Context: an optimization exercise on an open-source flow, tuned for small area, a short achievable clock period and few clock cycles per item. The choices shown serve that exercise and are no tape-out recipe.

Setup of the previous run:
==> flow/design.v <==
`default_nettype none
module square_root32(
		input wire iCLOCK,
		input wire inRESET,
		input wire iDATA_REQ,
		output wire oDATA_BUSY,
		input wire [31:0] iDATA,
		output wire oDATA_VALID,
		input wire iDATA_BUSY,
		output wire [15:0] oDATA
	);
	reg b_skid_valid;
	reg [15:0] b_skid_data;
	reg b_out_valid;
	reg [15:0] b_out_data;
	wire adv = !b_skid_valid;
	reg b_v1;
	reg b_v2;
	reg b_v3;
	reg b_v4;
	reg b_v5;
	reg b_v6;
	wire [31:0] x0;
	wire [0:0] q1;
	wire [1:0] r1;
	wire [29:0] x1;
	reg [1:0] q2;
	reg [2:0] r2;
	reg [27:0] x2;
	wire [2:0] q3;
	wire [3:0] r3;
	wire [25:0] x3;
	wire [3:0] q4;
	wire [4:0] r4;
	wire [23:0] x4;
	reg [4:0] q5;
	reg [5:0] r5;
	reg [21:0] x5;
	wire [5:0] q6;
	wire [6:0] r6;
	wire [19:0] x6;
	wire [6:0] q7;
	wire [7:0] r7;
	wire [17:0] x7;
	reg [7:0] q8;
	reg [8:0] r8;
	reg [15:0] x8;
	wire [8:0] q9;
	wire [9:0] r9;
	wire [13:0] x9;
	reg [9:0] q10;
	reg [10:0] r10;
	reg [11:0] x10;
	wire [10:0] q11;
	wire [11:0] r11;
	wire [9:0] x11;
	reg [11:0] q12;
	reg [12:0] r12;
	reg [7:0] x12;
	wire [12:0] q13;
	wire [13:0] r13;
	wire [5:0] x13;
	reg [13:0] q14;
	reg [14:0] r14;
	reg [3:0] x14;
	wire [14:0] q15;
	wire [15:0] r15;
	wire [1:0] x15;
	wire [15:0] q16;
	assign x0 = iDATA;
	wire ge0 = (x0[31:30] != 2'b00);
	assign q1 = {ge0};
	assign r1 = (ge0 ? (x0[31:30] - 2'd1) : x0[31:30]);
	assign x1 = x0[29:0];
	wire [3:0] t1 = {r1, x1[29:28]};
	wire [4:0] d1 = {1'b0, t1} - {2'b00, q1, 2'b01};
	wire ge1 = !d1[4];
	always @(posedge iCLOCK) begin
		if (adv) begin
			q2 <= {q1, ge1};
			r2 <= (ge1 ? d1[2:0] : t1[2:0]);
			x2 <= x1[27:0];
		end
	end
	wire [4:0] t2 = {r2, x2[27:26]};
	wire [5:0] d2 = {1'b0, t2} - {2'b00, q2, 2'b01};
	wire ge2 = !d2[5];
	assign q3 = {q2, ge2};
	assign r3 = (ge2 ? d2[3:0] : t2[3:0]);
	assign x3 = x2[25:0];
	wire [5:0] t3 = {r3, x3[25:24]};
	wire [6:0] d3 = {1'b0, t3} - {2'b00, q3, 2'b01};
	wire ge3 = !d3[6];
	assign q4 = {q3, ge3};
	assign r4 = (ge3 ? d3[4:0] : t3[4:0]);
	assign x4 = x3[23:0];
	wire [6:0] t4 = {r4, x4[23:22]};
	wire [7:0] d4 = {1'b0, t4} - {2'b00, q4, 2'b01};
	wire ge4 = !d4[7];
	always @(posedge iCLOCK) begin
		if (adv) begin
			q5 <= {q4, ge4};
			r5 <= (ge4 ? d4[5:0] : t4[5:0]);
			x5 <= x4[21:0];
		end
	end
	wire [7:0] t5 = {r5, x5[21:20]};
	wire [8:0] d5 = {1'b0, t5} - {2'b00, q5, 2'b01};
	wire ge5 = !d5[8];
	assign q6 = {q5, ge5};
	assign r6 = (ge5 ? d5[6:0] : t5[6:0]);
	assign x6 = x5[19:0];
	wire [8:0] t6 = {r6, x6[19:18]};
	wire [9:0] d6 = {1'b0, t6} - {2'b00, q6, 2'b01};
	wire ge6 = !d6[9];
	assign q7 = {q6, ge6};
	assign r7 = (ge6 ? d6[7:0] : t6[7:0]);
	assign x7 = x6[17:0];
	wire [9:0] t7 = {r7, x7[17:16]};
	wire [10:0] d7 = {1'b0, t7} - {2'b00, q7, 2'b01};
	wire ge7 = !d7[10];
	always @(posedge iCLOCK) begin
		if (adv) begin
			q8 <= {q7, ge7};
			r8 <= (ge7 ? d7[8:0] : t7[8:0]);
			x8 <= x7[15:0];
		end
	end
	wire [10:0] t8 = {r8, x8[15:14]};
	wire [11:0] d8 = {1'b0, t8} - {2'b00, q8, 2'b01};
	wire ge8 = !d8[11];
	assign q9 = {q8, ge8};
	assign r9 = (ge8 ? d8[9:0] : t8[9:0]);
	assign x9 = x8[13:0];
	wire [11:0] t9 = {r9, x9[13:12]};
	wire [12:0] d9 = {1'b0, t9} - {2'b00, q9, 2'b01};
	wire ge9 = !d9[12];
	always @(posedge iCLOCK) begin
		if (adv) begin
			q10 <= {q9, ge9};
			r10 <= (ge9 ? d9[10:0] : t9[10:0]);
			x10 <= x9[11:0];
		end
	end
	wire [12:0] t10 = {r10, x10[11:10]};
	wire [13:0] d10 = {1'b0, t10} - {2'b00, q10, 2'b01};
	wire ge10 = !d10[13];
	assign q11 = {q10, ge10};
	assign r11 = (ge10 ? d10[11:0] : t10[11:0]);
	assign x11 = x10[9:0];
	wire [13:0] t11 = {r11, x11[9:8]};
	wire [14:0] d11 = {1'b0, t11} - {2'b00, q11, 2'b01};
	wire ge11 = !d11[14];
	always @(posedge iCLOCK) begin
		if (adv) begin
			q12 <= {q11, ge11};
			r12 <= (ge11 ? d11[12:0] : t11[12:0]);
			x12 <= x11[7:0];
		end
	end
	wire [14:0] t12 = {r12, x12[7:6]};
	wire [15:0] d12 = {1'b0, t12} - {2'b00, q12, 2'b01};
	wire ge12 = !d12[15];
	assign q13 = {q12, ge12};
	assign r13 = (ge12 ? d12[13:0] : t12[13:0]);
	assign x13 = x12[5:0];
	wire [15:0] t13 = {r13, x13[5:4]};
	wire [16:0] d13 = {1'b0, t13} - {2'b00, q13, 2'b01};
	wire ge13 = !d13[16];
	always @(posedge iCLOCK) begin
		if (adv) begin
			q14 <= {q13, ge13};
			r14 <= (ge13 ? d13[14:0] : t13[14:0]);
			x14 <= x13[3:0];
		end
	end
	wire [16:0] t14 = {r14, x14[3:2]};
	wire [17:0] d14 = {1'b0, t14} - {2'b00, q14, 2'b01};
	wire ge14 = !d14[17];
	assign q15 = {q14, ge14};
	assign r15 = (ge14 ? d14[15:0] : t14[15:0]);
	assign x15 = x14[1:0];
	wire [17:0] t15 = {r15, x15[1:0]};
	wire [18:0] d15 = {1'b0, t15} - {2'b00, q15, 2'b01};
	wire ge15 = !d15[18];
	wire [15:0] res = {q15, ge15};
	always @(posedge iCLOCK or negedge inRESET) begin
		if (!inRESET) b_v1 <= 1'b0;
		else if (adv) b_v1 <= iDATA_REQ;
	end
	always @(posedge iCLOCK or negedge inRESET) begin
		if (!inRESET) b_v2 <= 1'b0;
		else if (adv) b_v2 <= b_v1;
	end
	always @(posedge iCLOCK or negedge inRESET) begin
		if (!inRESET) b_v3 <= 1'b0;
		else if (adv) b_v3 <= b_v2;
	end
	always @(posedge iCLOCK or negedge inRESET) begin
		if (!inRESET) b_v4 <= 1'b0;
		else if (adv) b_v4 <= b_v3;
	end
	always @(posedge iCLOCK or negedge inRESET) begin
		if (!inRESET) b_v5 <= 1'b0;
		else if (adv) b_v5 <= b_v4;
	end
	always @(posedge iCLOCK or negedge inRESET) begin
		if (!inRESET) b_v6 <= 1'b0;
		else if (adv) b_v6 <= b_v5;
	end
	wire out_free = !b_out_valid || !iDATA_BUSY;
	always @(posedge iCLOCK or negedge inRESET) begin
		if (!inRESET) begin
			b_out_valid <= 1'b0;
			b_skid_valid <= 1'b0;
		end else if (out_free) begin
			b_out_valid <= b_skid_valid || b_v6;
			b_skid_valid <= 1'b0;
		end else if (!b_skid_valid) begin
			b_skid_valid <= b_v6;
		end
	end
	always @(posedge iCLOCK) begin
		if (out_free) b_out_data <= b_skid_valid ? b_skid_data : res;
		if (!b_skid_valid) b_skid_data <= res;
	end
	assign oDATA_BUSY = b_skid_valid;
	assign oDATA_VALID = b_out_valid;
	assign oDATA = b_out_data;
endmodule
`default_nettype wire
Settings: LEC_CHECK=0, ABC_AREA=1, CAP_MARGIN=20, CORE_MARGIN=2, CORE_UTILIZATION=40, CTS_BUF_LIST=sky130_fd_sc_hd__clkbuf_8, SLEW_MARGIN=20; clock period 15.0 ns.
standard.sh (not shown) runs the stock make flow with config.mk's settings and CLKGATE_MAP_FILE= SYNTH_SCRIPT=/design/flow/synth_recipe.tcl, a recipe that flattens the netlist after the stock synthesis.
==> flow/flow/run.sh <==
#!/bin/bash
bash standard.sh SETUP_SLACK_MARGIN=10.9 finish > standard.log 2>&1
Input-level comparison between the current run and the previous run:
--- a/flow/design.v
+++ b/flow/design.v
@@ -104,21 +104,22 @@
 			x5 <= x4[21:0];
 		end
 	end
 	wire [7:0] t5 = {r5, x5[21:20]};
 	wire [8:0] d5 = {1'b0, t5} - {2'b00, q5, 2'b01};
 	wire ge5 = !d5[8];
-	assign q6 = {q5, ge5};
-	assign r6 = (ge5 ? d5[6:0] : t5[6:0]);
-	assign x6 = x5[19:0];
-	wire [8:0] t6 = {r6, x6[19:18]};
-	wire [9:0] d6 = {1'b0, t6} - {2'b00, q6, 2'b01};
-	wire ge6 = !d6[9];
-	assign q7 = {q6, ge6};
-	assign r7 = (ge6 ? d6[7:0] : t6[7:0]);
-	assign x7 = x6[17:0];
+	wire [9:0] u5 = {t5, x5[19:18]};
+	wire [10:0] e5 = {1'b0, u5} - {2'b00, q5, 3'b001};
+	wire [9:0] k5 = {q5, 4'b0000} + {q5, 3'b000} + 9;
+	wire [10:0] f5 = {1'b0, u5} - {1'b0, k5};
+	wire g0_5 = !e5[10];
+	wire g1_5 = !f5[10];
+	wire ge6 = ge5 ? g1_5 : g0_5;
+	assign q7 = {q5, ge5, ge6};
+	assign r7 = (ge5 ? (g1_5 ? f5[7:0] : {d5[5:0], x5[19:18]}) : (g0_5 ? e5[7:0] : u5[7:0]));
+	assign x7 = x5[17:0];
 	wire [9:0] t7 = {r7, x7[17:16]};
 	wire [10:0] d7 = {1'b0, t7} - {2'b00, q7, 2'b01};
 	wire ge7 = !d7[10];
 	always @(posedge iCLOCK) begin
 		if (adv) begin
 			q8 <= {q7, ge7};
## What came out
- Higher simple-gate portion of the synthesized area was reported by the current run, not the previous run.
- Compared with the previous run, in the current run core box area grew by 5.9%; area of all placed cells without fillers grew by about 3.6%.
- Per the comparison of the current run with the previous run, number of fill cells in the layout up 330, area growth from synthesis to layout down 2.6 points.
- The previous run vs the current run, launch point of the worst path: q5[2]$_DFFE_PN_ vs b_skid_valid$_DFF_PN0_
- Re number of multi-input combinational cells: the previous run was lower than the current run.
- Final worst-path cycle share in the current run vs the previous run: down 0.26 points
- Looking at timing endpoint of the critical path, the r8[4]$_DFFE_PN_ result is from the previous run; the oDATA_BUSY one comes from the current run.
No functional check of the RTL was part of any run of this note.

[separate check: timing with driven ports]
How much do the figures lean on ideal ports? The routed layouts below were timed once more, with nothing changed but the port constraints.
Step 1, drivers: a clkbuf_16 drives iCLOCK and a buf_2 each remaining input, both assumed.
Step 2 adds t to the input delays and takes it off the output delays; t is the mean of the earliest and latest rising clock arrival at the registers after step 1. Input paths then give back, and output paths get back, about the clock's delay inside the block.
a / b / c = ideal ports / drivers / drivers and shift; a / b = the first two.
run | shift t [ns] | setup slack, ns | worst register clock-pin slew, ns | worst slew at a driven data input, ns | pins driven straight from the clock port
the previous run | 0.633 | 10.745 / 10.745 / 10.576 | 0.07 / 0.07 | 0.04 | 1
the current run | 0.651 | 10.784 / 10.733 / 10.526 | 0.06 / 0.06 | 0.04 | 1
After both steps setup and hold are still met in every run listed. For the current run, which loses most, drivers alone change the setup slack by -0.051 ns; drivers and shift together by -0.258 ns.
